What follows belongs to an exercise in optimizing a design on an open flow for small area; a production flow would make more cautious choices. The RTL was checked by simulation tests, not by an equivalence proof against the original design. Power and IR drop assume default switching activity.

File: design/flow/run.sh
#!/bin/bash
# synth_recipe.tcl (not shown) runs the flow's synth.tcl, then flattens the netlist and writes it again
# the make line also repeats each setting of config.mk as NAME=value (left out here)
make -C /OpenROAD-flow-scripts/flow DESIGN_CONFIG=/design/flow/config.mk WORK_HOME=/design/flow/orfs CLKGATE_MAP_FILE= SYNTH_SCRIPT=/design/flow/synth_recipe.tcl finish
File: design/flow/config.mk
export PLATFORM = sky130hd
export DESIGN_NAME = TOP_VIEW
export DESIGN_NICKNAME = TOP_VIEW
export VERILOG_FILES = /design/flow/design.v
export SDC_FILE = /design/flow/constraint.sdc
export NUM_CORES = 4
export LEC_CHECK = 0
export CAP_MARGIN = 20
export CORE_MARGIN = 2
export CORE_UTILIZATION = 40
export SLEW_MARGIN = 20
File: design/flow/constraint.sdc
create_clock -name core_clock -period 36.0 [get_ports {clk}]
set_input_delay 7.2000 -clock core_clock [delete_from_list [all_inputs] [get_ports {clk}]]
set_output_delay 7.2000 -clock core_clock [all_outputs]
set_load 0.01 [all_outputs]
File: design/flow/design.v
module DECODER_UNIT
(input wire [1:0]            alu_fun,
output reg arith_enable,logic_enable,comp_enable,shift_enable);
  always@(*)
  begin
    arith_enable = 1'b0;
    logic_enable = 1'b0;
    comp_enable = 1'b0;
    shift_enable = 1'b0;
    case(alu_fun)
      4'b00:arith_enable = 1'b1;
      4'b01:logic_enable = 1'b1;
      4'b10:comp_enable = 1'b1;
      4'b11:shift_enable = 1'b1;
      default: begin
            arith_enable = 1'b0;
            logic_enable = 1'b0;
            comp_enable =1'b 0;
            shift_enable = 1'b0;
        end
      endcase
  end
endmodule
module ARITHMATIC_UNIT#(parameter alu_width =16)
(
  input wire [alu_width-1:0]  A,B,
  input wire                  clk,rst,
  input wire arith_enable,
  input wire [1:0]            alu_fun,
  output reg                  arith_flag,carry_out,
  output reg [alu_width-1:0]  arith_out);
reg [alu_width:0] arith_out_reg;
wire carry_out_reg;
reg arith_flag_reg;  
always@(posedge clk or negedge rst)
begin
  if(!rst)
    begin
    arith_out <= 16'b0;
    carry_out <= 16'b0;
    arith_flag <= 16'b0;
    end
  else
   begin
    arith_out <= arith_out_reg[alu_width-1:0];
    carry_out <= carry_out_reg;
    arith_flag <= arith_flag_reg;
   end 
end
always@(*)
  begin
    arith_out_reg   = 1'b0  ;
    arith_flag_reg  = 1'b0 ;
      if(arith_enable)
        begin
    case(alu_fun)  
    4'b00:begin
    arith_out_reg   = A+B  ;
    arith_flag_reg  = 1'b1 ;
            end
    4'b01:begin
    arith_out_reg   = A-B  ;
    arith_flag_reg  = 1'b1 ;
           end
    4'b10:begin
    arith_out_reg   = A*B  ;
    arith_flag_reg  = 1'b1 ;
            end
    4'b11:begin
    arith_out_reg   = (B == 0) ? {1'b0, {alu_width{1'b1}}} : A/B  ;
    arith_flag_reg  = 1'b1 ;
           end
          endcase
          end    
end
assign carry_out_reg = arith_out_reg[alu_width] ;
endmodule
module LOGIC_UNIT#(parameter alu_width =16)
(
  input wire [alu_width-1:0]  A,B,
  input wire                  clk,rst,
  input wire logic_enable,
  input wire [1:0]            alu_fun,
  output reg                  logic_flag,
  output reg [alu_width-1:0]  logic_out);
reg [alu_width-1:0] logic_out_reg;
reg logic_flag_reg;
always @ (posedge clk or negedge rst)
 begin 
   if (!rst)
     begin
      logic_out  <= 'b0 ;
      logic_flag <= 'b0 ;	
	 end
   else
     begin   
      logic_out  <= logic_out_reg ;
      logic_flag <= logic_flag_reg ;
	 end
 end	
always@(*)
begin
    logic_out_reg  = 1'b0  ;
    logic_flag_reg = 1'b0 ;
    if(logic_enable)
        begin
    case(alu_fun)  
    4'b00:begin
    logic_out_reg   = A&B  ;
    logic_flag_reg  = 1'b1 ;
            end
    4'b01:begin
    logic_out_reg   = A|B  ;
    logic_flag_reg  = 1'b1 ;
           end
    4'b10:begin
    logic_out_reg   = ~(A&B) ;
    logic_flag_reg  = 1'b1 ;
            end
    4'b11:begin
    logic_out_reg   = ~(A|B) ;
    logic_flag_reg  = 1'b1 ;
           end
          endcase
          end            
end 
endmodule
module comparsion_unit#(parameter alu_width =16)
(
  input wire [alu_width-1:0]  A,B,
  input wire                  clk,rst,
  input wire comp_enable,
  input wire [1:0]            alu_fun,
  output reg                  comp_flag,
  output reg [alu_width-1:0]  comp_out);
reg comp_out_reg ;
reg  comp_flag_reg ;
always @ (posedge clk or negedge rst)
 begin 
   if (!rst)
     begin
      comp_out  <= 'b0 ;
      comp_flag <= 'b0 ;	
	 end
   else
     begin   
      comp_out  <= comp_out_reg ;
      comp_flag <= comp_flag_reg ;
	 end
 end
always@(*)
    begin
      comp_out_reg = 1'b0;
      comp_flag_reg = 1'b0;
      if(comp_enable)
        begin
  case(alu_fun)
      4'b00:begin
      comp_out_reg = 1'b0;
      comp_flag_reg = 1'b1;
      end 
      4'b01:begin
        comp_flag_reg  = 1'b1;
        if(A==B)
           begin
    comp_out_reg = 1'b1;
          end
       else
          begin
    comp_out_reg   = 1'b0;
          end
        end
    4'b10:begin
      comp_flag_reg  = 1'b1 ;
      if(A > B)
        begin
    comp_out_reg   = 1'b1;
        end
    else
        begin
    comp_out_reg   = 1'b0;
        end
        end
    4'b11:begin
      comp_flag_reg  = 1'b1;
      if(A < B)
          begin
    comp_out_reg   = 16'b1;
          end
    else
          begin
    comp_out_reg   = 1'b0;
          end
      end
   endcase
          end
   end
  endmodule
module shift_unit#(parameter alu_width =16)
(
  input wire [alu_width-1:0]  A,B,
  input wire                  clk,rst,
  input wire                shift_enable,
  input wire [1:0]            alu_fun,
  output reg                  shift_flag,
  output reg [alu_width-1:0]  shift_out);
reg [alu_width-1:0]  shift_out_reg ;
reg shift_flag_reg ;
always @ (posedge clk or negedge rst)
 begin 
   if (!rst)
     begin
      shift_out  <= 'b0 ;
      shift_flag <= 'b0 ;	
	 end
   else
     begin   
      shift_out  <= shift_out_reg ;
      shift_flag <= shift_flag_reg ;
	 end
 end
   always@(*)
begin
        shift_out_reg = 1'b0;
        shift_flag_reg = 1'b0;
      if(shift_enable)
        begin
      case(alu_fun)  
        4'b00:begin
        shift_flag_reg = 1'b1;
        shift_out_reg = A >> 1;
        end
        4'b01:begin
        shift_out_reg = A << 1;
        shift_flag_reg = 1'b1;
        end
        4'b10:begin
        shift_flag_reg = 1'b1;
        shift_out_reg = B >> 1;
         end
        4'b11:begin
        shift_flag_reg = 1'b1;
        shift_out_reg = B << 1;
        end
      endcase
end
end 
endmodule
module TOP_VIEW#(parameter alu_width =16)
(
  input wire [alu_width-1:0]    A,B,
  input wire                    clk,rst,
  input wire [3:0]              alu_fun,
  output wire                   arith_flag,carry_out,logic_flag,comp_flag,shift_flag,
  output wire [alu_width-1:0]   arith_out,logic_out,comp_out,shift_out
  );
wire                  comp_enable ;
wire                  shift_enable ;
wire                  logic_enable ;
wire                  arith_enable ;
  DECODER_UNIT U_decoder(
  .alu_fun(alu_fun[3:2]),
  .arith_enable(arith_enable),
  .logic_enable(logic_enable),
  .shift_enable(shift_enable),
  .comp_enable(comp_enable)
  );
  ARITHMATIC_UNIT U_arithmatic(
  .A(A),
  .arith_enable(arith_enable),
  .B(B),
  .clk(clk),
  .rst(rst),
  .alu_fun(alu_fun[1:0]),
  .arith_out(arith_out),
  .arith_flag(arith_flag),
  .carry_out(carry_out)
  );
   LOGIC_UNIT U_logic(
  .A(A),
  .logic_enable(logic_enable),
  .B(B),
  .clk(clk),
  .rst(rst),
  .alu_fun(alu_fun[1:0]),
  .logic_out(logic_out),
  .logic_flag(logic_flag)
   );
   comparsion_unit U_comp (
  .A(A),
  .comp_enable(comp_enable),
  .B(B),
  .clk(clk),
  .rst(rst),
  .alu_fun(alu_fun[1:0]),
  .comp_out(comp_out),
  .comp_flag(comp_flag)
  );
  shift_unit U_shift(
  .A(A),
  .shift_enable(shift_enable),
  .B(B),
  .clk(clk),
  .rst(rst),
  .alu_fun(alu_fun[1:0]),
  .shift_out(shift_out),
  .shift_flag(shift_flag)
  );
endmodule
==> out/results.ini <==
[power_and_ir_drop]
pwr_density_cell_nw_per_um2 = 38.8
p_leak_nw = 8.87
power.total_mw = 0.731
ir_worst_vdd_mv = 0.0622

[finish]
nNetsFinal = 2577
fin_area_um2 = 18800
multi_input_area_um2 = 14000
syn2layout_area_growth_pct = 16.2
n_fill_cell = 3952
fin_util = 0.472
drive_gt1_frac = 0.138
ff_latch_area_um2 = 1350
final_cells = 2718
antennaDiodeCount = 0

[placement]
place.detailed.hpwl_mm = 44.3
gp_congestion = 0.955
numPortBuffers = 91
place_ws_ns = -1.05
placed_cells = 2686
placed_area_um2 = 18100

[routing]
wl_per_cell_um = 21.2
wl_mm = 57.7
drtIter0Drc = 1228
ant_nets = 0
firstDrtPassIters = 6
drc_errors = 0
num_vias = 15762
avgViaCountPerCell = 5.80

[logic_synthesis]
synth-edff-count = 0
synth-xor-area-share = 0.0794
synthCells = 2054
synth.distinct_cells = 103
avgSynthCellArea_um2 = 7.89
yosys.area_share.simple = 0.198
synth_top_flop_cell = dfrtp_1
yosys.cell_count.top_type = ha_1
synth_common_cells = ha_1 (251), nor2_1 (242), inv_1 (199)
muxShareOfSynthArea = 0.0587
ys_seq_elements = 54
ys_warn_count = 5
yosys.area_share.adder = 0.312
synth_top_area_frac = 0.194
synth_compound_area_frac = 0.193
synth_seq_area_share = 0.0833
synth_top_family_by_area = adder cells
async_flop_share = 1.00
synth_area_um2 = 16200
yosysTopAreaCell = ha_1
yosys-top-cells-area = ha_1 (19%), fa_1 (12%), dfrtp_1 (8.3%), xnor2_1 (5.7%), nor2_1 (5.6%)

[global_routing]
grt_pass1_wl_mm = 88.6
antenna_found_initial = 0
grt_pass1_vias = 15307
grt-ovfl-total = 0
gr-usage-all-layers = 0.273
grt_max_degree = 77

[die]
ios = 107
fp.dieH_um = 205
coreArea_um2 = 39900
initial_core_util = 0.406
dieArea_um2 = 42200
rows = 73
chipWidth_um = 205

[min_path]
hp-class = primary input to async pin

[sta]
setup_viol = 0
hold_slack_ns = 7.03
maxSlewViolCount = 0
tightest_slew_ns = 0.956
layout_setup_ws_ns = 1.45
period_needed_ns = 34.55
fin_crit_sh = 0.960
max_freq_ghz = 0.0289
slew_headroom = 0.346
hold_viol = 0
fin_setup_tns_ns = 0

[cts]
ctsHoldBuffers = 0
cts_max_level = 2
tritoncts = done
clkTransAtPathRegs_ns = 0.09
clock-sinks = 54
numCtsBuffers = 5
cts-root-buf = clkbuf_16
cts_buffer_depth = 2

[setup_path]
worst_ep_required_time_ns = 36.21
critPathMaxStageDelay_ns = 0.57
cpMostUsedCell = ha_1
critPathLaunchType = primary input
crit_path_top_delay_cell = clkdlybuf4s50_1
path_class = primary input to register
cp.arrival_ns = 34.76
timing.critical_path.fanout_max = 16
cp-end-kind = register

[job]
drv_cap = 0

[status]
status = finished clean

==> area by class of cell <==
| class | instances | area share |
|---|---|---|
| multi-input cells | 1710 | 0.746 |
| clock buffers | 5 | 0.00664 |
| well taps | 525 | 0.0349 |
| repair buffers | 217 | 0.0991 |
| inverters | 204 | 0.0406 |
| flip-flops and latches | 54 | 0.0717 |
| clock inverters | 3 | 0.00133 |
==> cell families after synthesis <==
| kind of cell | Yosys count |
|---|---|
| multiplexers | 72 |
| other | 1 |
| adder cells (fa/ha/maj) | 347 |
| AND/OR/NAND/NOR | 679 |
| flip-flops | 54 |
| AO/OA/AOI/OAI | 449 |
| XOR/XNOR | 147 |
| buffers and inverters | 305 |
==> cells in the final DEF, fill, tap and decap left out, types with 37 or more instances in the layout <==
cell type	count
fa_1	96
clkdlybuf4s50_1	86
ha_1	245
buf_4	122
nor2_1	235
a21oi_1	103
nor3_1	57
xnor2_1	105
nand2_1	180
o21a_1	37
xor2_1	42
dfrtp_1	54
o21ai_0	58
inv_1	199
==> power by group <==
part / internal, mW / leakage, nW / switching [mW]
Sequential: 0.0656 / 0.726 / 0.00173
Combinational: 0.273 / 8.07 / 0.340
Clock: 0.0263 / 0.0704 / 0.0245
==> critical path: cells and delay by family <==
kind                       cells  cell delay, ns
AOI/OAI and AO/OA             57           12.46
and+or+nand+nor               36            6.07
buffers and inverters         17            3.03
adders and majority gates     15            4.67
muxes                          4            1.27
==> layer usage <==
layer | vias up | wire (µm) | GRT usage
met5 | - | 0 | 0
met2 | 628 | 26600 | 0.456
met4 | 0 | 1640 | 0.0748
met1 | 7629 | 25400 | 0.370
li1 | 7394 | - | -
met3 | 111 | 4070 | 0.0345
==> worst max path at each step <==
stage,start,end,slack (ns),cells after the start
after floorplan,B[0],U_arithmatic.arith_out[0]$_DFF_PN0_,0.23,136
after global routing,B[10],U_arithmatic.arith_out[0]$_DFF_PN0_,-0.21,137
final,B[15],U_arithmatic.arith_out[0]$_DFF_PN0_,1.45,129
after global placement,B[0],U_arithmatic.arith_out[0]$_DFF_PN0_,-0.36,133
after detailed placement,B[0],U_arithmatic.arith_out[0]$_DFF_PN0_,-1.05,132
after CTS,B[0],U_arithmatic.arith_out[0]$_DFF_PN0_,0.03,134
==> what timing repair did <==
action,CTS,global route
resized for setup,12,80
setup buffers,1,23
pin swaps,1,25
endpoints found under the setup margin,1,2

what the ideal ports hide:
No port has a modelled driver above. Below, the same layout with a new extraction and two added sets of constraints. Step 1, drivers: a clkbuf_16 drives clk and a buf_2 each remaining input, both assumed. Step 2, shift: input delay + t, output delay - t, t = (earliest + latest rising clock arrival at the registers) / 2. This alone moves slack from input paths to output paths. Three values: ideal ports, drivers, drivers and shift; two values: the first two.
t (ns): 0.343
setup slack, ns: 1.453 / 1.472 / 1.129
hold WS [ns]: 7.032 / 7.016 / 7.358
After both steps this run still meets setup and hold. The setup slack of this run moves by +0.019 ns with the drivers and by -0.324 ns with both steps.
